Background: an optimization exercise with open tools, aiming at small area. Do not read the settings as production practice.
The flow treats the clock pin as an ideal source, which a real chip does not have.
Power figures rest on the tool's default switching activity, not on a simulated workload.

== v3 ==
// fp16_sum
module fp16_sum(input wire clk,input wire [15:0] num1,num2,output reg [15:0] out);
Size in the first run: roughly 490 cells after synthesis, about 84 flip-flops, about 3700 um2 of cells after synthesis.
==> flow/config.mk <==
export PLATFORM = sky130hd
export DESIGN_NAME = fp16_sum
export DESIGN_NICKNAME = fp16_sum
export VERILOG_FILES = /design/flow/design.v
export SDC_FILE = /design/flow/constraint.sdc
export NUM_CORES = 4
export LEC_CHECK = 0
export ABC_AREA = 1
export CAP_MARGIN = 20
export CORE_MARGIN = 2
export CORE_UTILIZATION = 55
export GPL_TIMING_DRIVEN = 0
export SLEW_MARGIN = 20
==> flow/constraint.sdc <==
create_clock -name core_clock -period 4.5 [get_ports {clk}]
set_input_delay 0.9000 -clock core_clock [delete_from_list [all_inputs] [get_ports {clk}]]
set_output_delay 0.9000 -clock core_clock [all_outputs]
set_load 0.01 [all_outputs]
standard.sh (not shown) runs the stock make flow with config.mk's settings and CLKGATE_MAP_FILE= SYNTH_SCRIPT=/design/flow/synth_recipe.tcl, a recipe that flattens the netlist after the stock synthesis.
==> flow/flow/run.sh <==
#!/bin/bash
# The standard layout with these changes:
#  - synthesis maps with flow/abc.script and without the adder cell step;
#  - the port buffers are plain buf_1 cells;
#  - clock tree synthesis inserts no dummy loads;
#  - after clock tree synthesis, logic cells are downsized where timing allows
#    (flow/post_cts.tcl), and the global-route step recovers power (RECOVER_POWER).
set -euo pipefail
here=$(pwd)
inner=$(grep -o 'SYNTH_SCRIPT=[^ ]*' standard.sh | head -1 | cut -d= -f2-)
export OWN_INNER_SYNTH=$inner
export OWN_ABC_SCRIPT=$here/flow/abc.script
export BUFFER_PORTS_ARGS="-buffer_cell sky130_fd_sc_hd__buf_1"
export CTS_ARGS="-sink_clustering_enable -repair_clock_nets -dont_use_dummy_load"
export RECOVER_POWER=100
export POST_CTS_TCL=$here/flow/post_cts.tcl
sed "s#SYNTH_SCRIPT=[^ ]*#SYNTH_SCRIPT=$here/flow/synth.tcl ADDER_MAP_FILE=#" standard.sh > own.sh
bash own.sh > flow.log 2>&1
==> flow/flow/downsize.tcl <==
# Area recovery: give each logic cell the smallest drive strength of its
# function that keeps setup slack above a margin and adds no slew,
# capacitance or fanout violation. Registers keep their cell type.
proc own_cell_area {lib_cell_name} {
  set m [[ord::get_db] findMaster $lib_cell_name]
  return [expr {[$m getWidth] * [$m getHeight]}]
}
proc own_downsize {margin {parasitics -placement}} {
  estimate_parasitics $parasitics
  puts "area recovery: setup slack before [sta::worst_slack_cmd max]"
  set v0 [expr {[sta::max_slew_violation_count] + [sta::max_capacitance_violation_count] + [sta::max_fanout_violation_count]}]
  set saved 0
  set n 0
  foreach inst [get_cells *] {
    if {[catch {get_name [get_lib_cells -of_objects $inst]} cur]} { continue }
    if {![regexp {^(sky130_fd_sc_hd__[a-z0-9]+)_([0-9]+)$} $cur -> base drv]} { continue }
    if {[regexp {dfxtp|dfrtp|clkbuf|clkinv|tap|fill|decap|conb|dly} $base]} { continue }
    set best $cur
    set cands {}
    foreach lc [get_lib_cells ${base}_*] { lappend cands [get_name $lc] }
    foreach cand [lsort -dictionary $cands] {
      if {![regexp {^sky130_fd_sc_hd__[a-z0-9]+_([0-9]+)$} $cand -> cdrv]} { continue }
      if {$cdrv >= $drv} { continue }
      if {[own_cell_area $cand] >= [own_cell_area $best]} { continue }
      if {[[[ord::get_db] findMaster $cand] getWidth] > [[[ord::get_db] findMaster $cur] getWidth]} { continue }
      replace_cell $inst $cand
      set ok [expr {[sta::worst_slack_cmd max] >= $margin * 1e-9}]
      if {$ok} {
        set v [expr {[sta::max_slew_violation_count] + [sta::max_capacitance_violation_count] + [sta::max_fanout_violation_count]}]
        set ok [expr {$v <= $v0}]
      }
      if {$ok} {
        set saved [expr {$saved + [own_cell_area $best] - [own_cell_area $cand]}]
        set best $cand
        incr n
        break
      }
      replace_cell $inst $best
    }
  }
  puts "area recovery: $n cells downsized, [expr {$saved / 1e6}] um^2 saved, setup slack [sta::worst_slack_cmd max]"
}
==> flow/flow/post_cts.tcl <==
# After clock tree synthesis: area recovery by downsizing logic cells.
source [file join [file dirname [info script]] downsize.tcl]
own_downsize 0.4
Other scripts of this flow, unchanged in this note and not shown: flow/flow/abc.script, flow/flow/synth.tcl
--- input diff v3..v50 ---
==> flow/flow/run.sh <==
#!/bin/bash
# The standard layout with these changes:
#  - synthesis maps with flow/abc.script and without the adder cell step;
#  - the port buffers are plain buf_1 cells;
#  - clock tree synthesis inserts no dummy loads.
set -euo pipefail
here=$(pwd)
inner=$(grep -o 'SYNTH_SCRIPT=[^ ]*' standard.sh | head -1 | cut -d= -f2-)
export OWN_INNER_SYNTH=$inner
export OWN_ABC_SCRIPT=$here/flow/abc.script
export BUFFER_PORTS_ARGS="-buffer_cell sky130_fd_sc_hd__buf_1"
export CTS_ARGS="-sink_clustering_enable -repair_clock_nets -dont_use_dummy_load"
sed "s#SYNTH_SCRIPT=[^ ]*#SYNTH_SCRIPT=$here/flow/synth.tcl ADDER_MAP_FILE=#" standard.sh > own.sh
bash own.sh > flow.log 2>&1
removed: flow/flow/downsize.tcl
removed: flow/flow/post_cts.tcl
### Flow results
v50 and v3 ended up with roughly the same clock network power share. Reported for v3 and v50, number of maximum-capacitance constraint violations turned out identical to the last digit. Between v3 and v50, the difference in design area is negligible. Reported for v3 and v50, total power turned out identical to the last digit. Reported for v3 and v50, count of buffers inserted at the top-level ports turned out identical to the last digit.
Setup changes, v50 to v35
# v50
export LEC_CHECK = 0
export ABC_AREA = 1
export CAP_MARGIN = 20
export CORE_MARGIN = 2
export CORE_UTILIZATION = 55
export GPL_TIMING_DRIVEN = 0
export SLEW_MARGIN = 20
create_clock -name core_clock -period 4.5 [get_ports {clk}]
# v35
export LEC_CHECK = 0
export ABC_AREA = 1
export CAP_MARGIN = 20
export CORE_MARGIN = 2
export CORE_UTILIZATION = 55
export SLEW_MARGIN = 20
create_clock -name core_clock -period 4.5 [get_ports {clk}]
==> flow/flow/run.sh <==
#!/bin/bash
# The standard layout with three changes:
#  - synthesis maps with flow/abc.script and without the adder cell step;
#  - the port buffers are plain buf_1 cells.
set -euo pipefail
here=$(pwd)
inner=$(grep -o 'SYNTH_SCRIPT=[^ ]*' standard.sh | head -1 | cut -d= -f2-)
export OWN_INNER_SYNTH=$inner
export OWN_ABC_SCRIPT=$here/flow/abc.script
export BUFFER_PORTS_ARGS="-buffer_cell sky130_fd_sc_hd__buf_1"
sed "s#SYNTH_SCRIPT=[^ ]*#SYNTH_SCRIPT=$here/flow/synth.tcl ADDER_MAP_FILE=#" standard.sh > own.sh
bash own.sh > flow.log 2>&1
## What came out
No stage failed in v35, and the final checks on the layout all came back clean. v35 against v50: detailed route wirelength on metal2 shows a reduction of about 0.44%, clock latency on the worst-skew pair held steady, detailed placer's ending HPWL picked up an extra about 2.4%. Looking at termination of the worst setup path, the r1_lo[9] result is from v50; the r1_lo[8] one comes from v35.
Function was not checked in any run of this note: the RTL went through the layout flow alone.

re-timing with driven ports:
Ports are ideal in the flow. The routed layouts listed here were re-timed in OpenROAD.
Step 1 (the two cells are an assumption about what drives the block):
set clk [get_ports {clk}]
set_driving_cell -lib_cell sky130_fd_sc_hd__clkbuf_16 $clk
set_driving_cell -lib_cell sky130_fd_sc_hd__buf_2 [delete_from_list [all_inputs] $clk]
Step 2 also shifts input and output timing later by t, the mid clock arrival at the registers, as if the neighbouring blocks saw the same clock.
Slacks: ideal / step 1 / step 2; pairs: ideal / step 1.
run | t, ns | setup WS [ns] | clock arrival spread, ns | worst register clock-pin slew, ns | worst data-port slew with drivers (ns)
v3 | 0.345 | 0.329 / 0.325 / -0.020 | 0.024 / 0.024 | 0.08 / 0.08 | 0.03
v50 | 0.345 | 0.329 / 0.325 / -0.020 | 0.024 / 0.024 | 0.08 / 0.08 | 0.03
v35 | 0.362 | 0.396 / 0.399 / 0.037 | 0.011 / 0.011 | 0.08 / 0.08 | 0.03
With both steps, setup timing fails in v3 and v50, where it was met with ideal ports. For v35, which loses most, drivers alone change the setup slack by +0.003 ns; drivers and shift together by -0.359 ns.
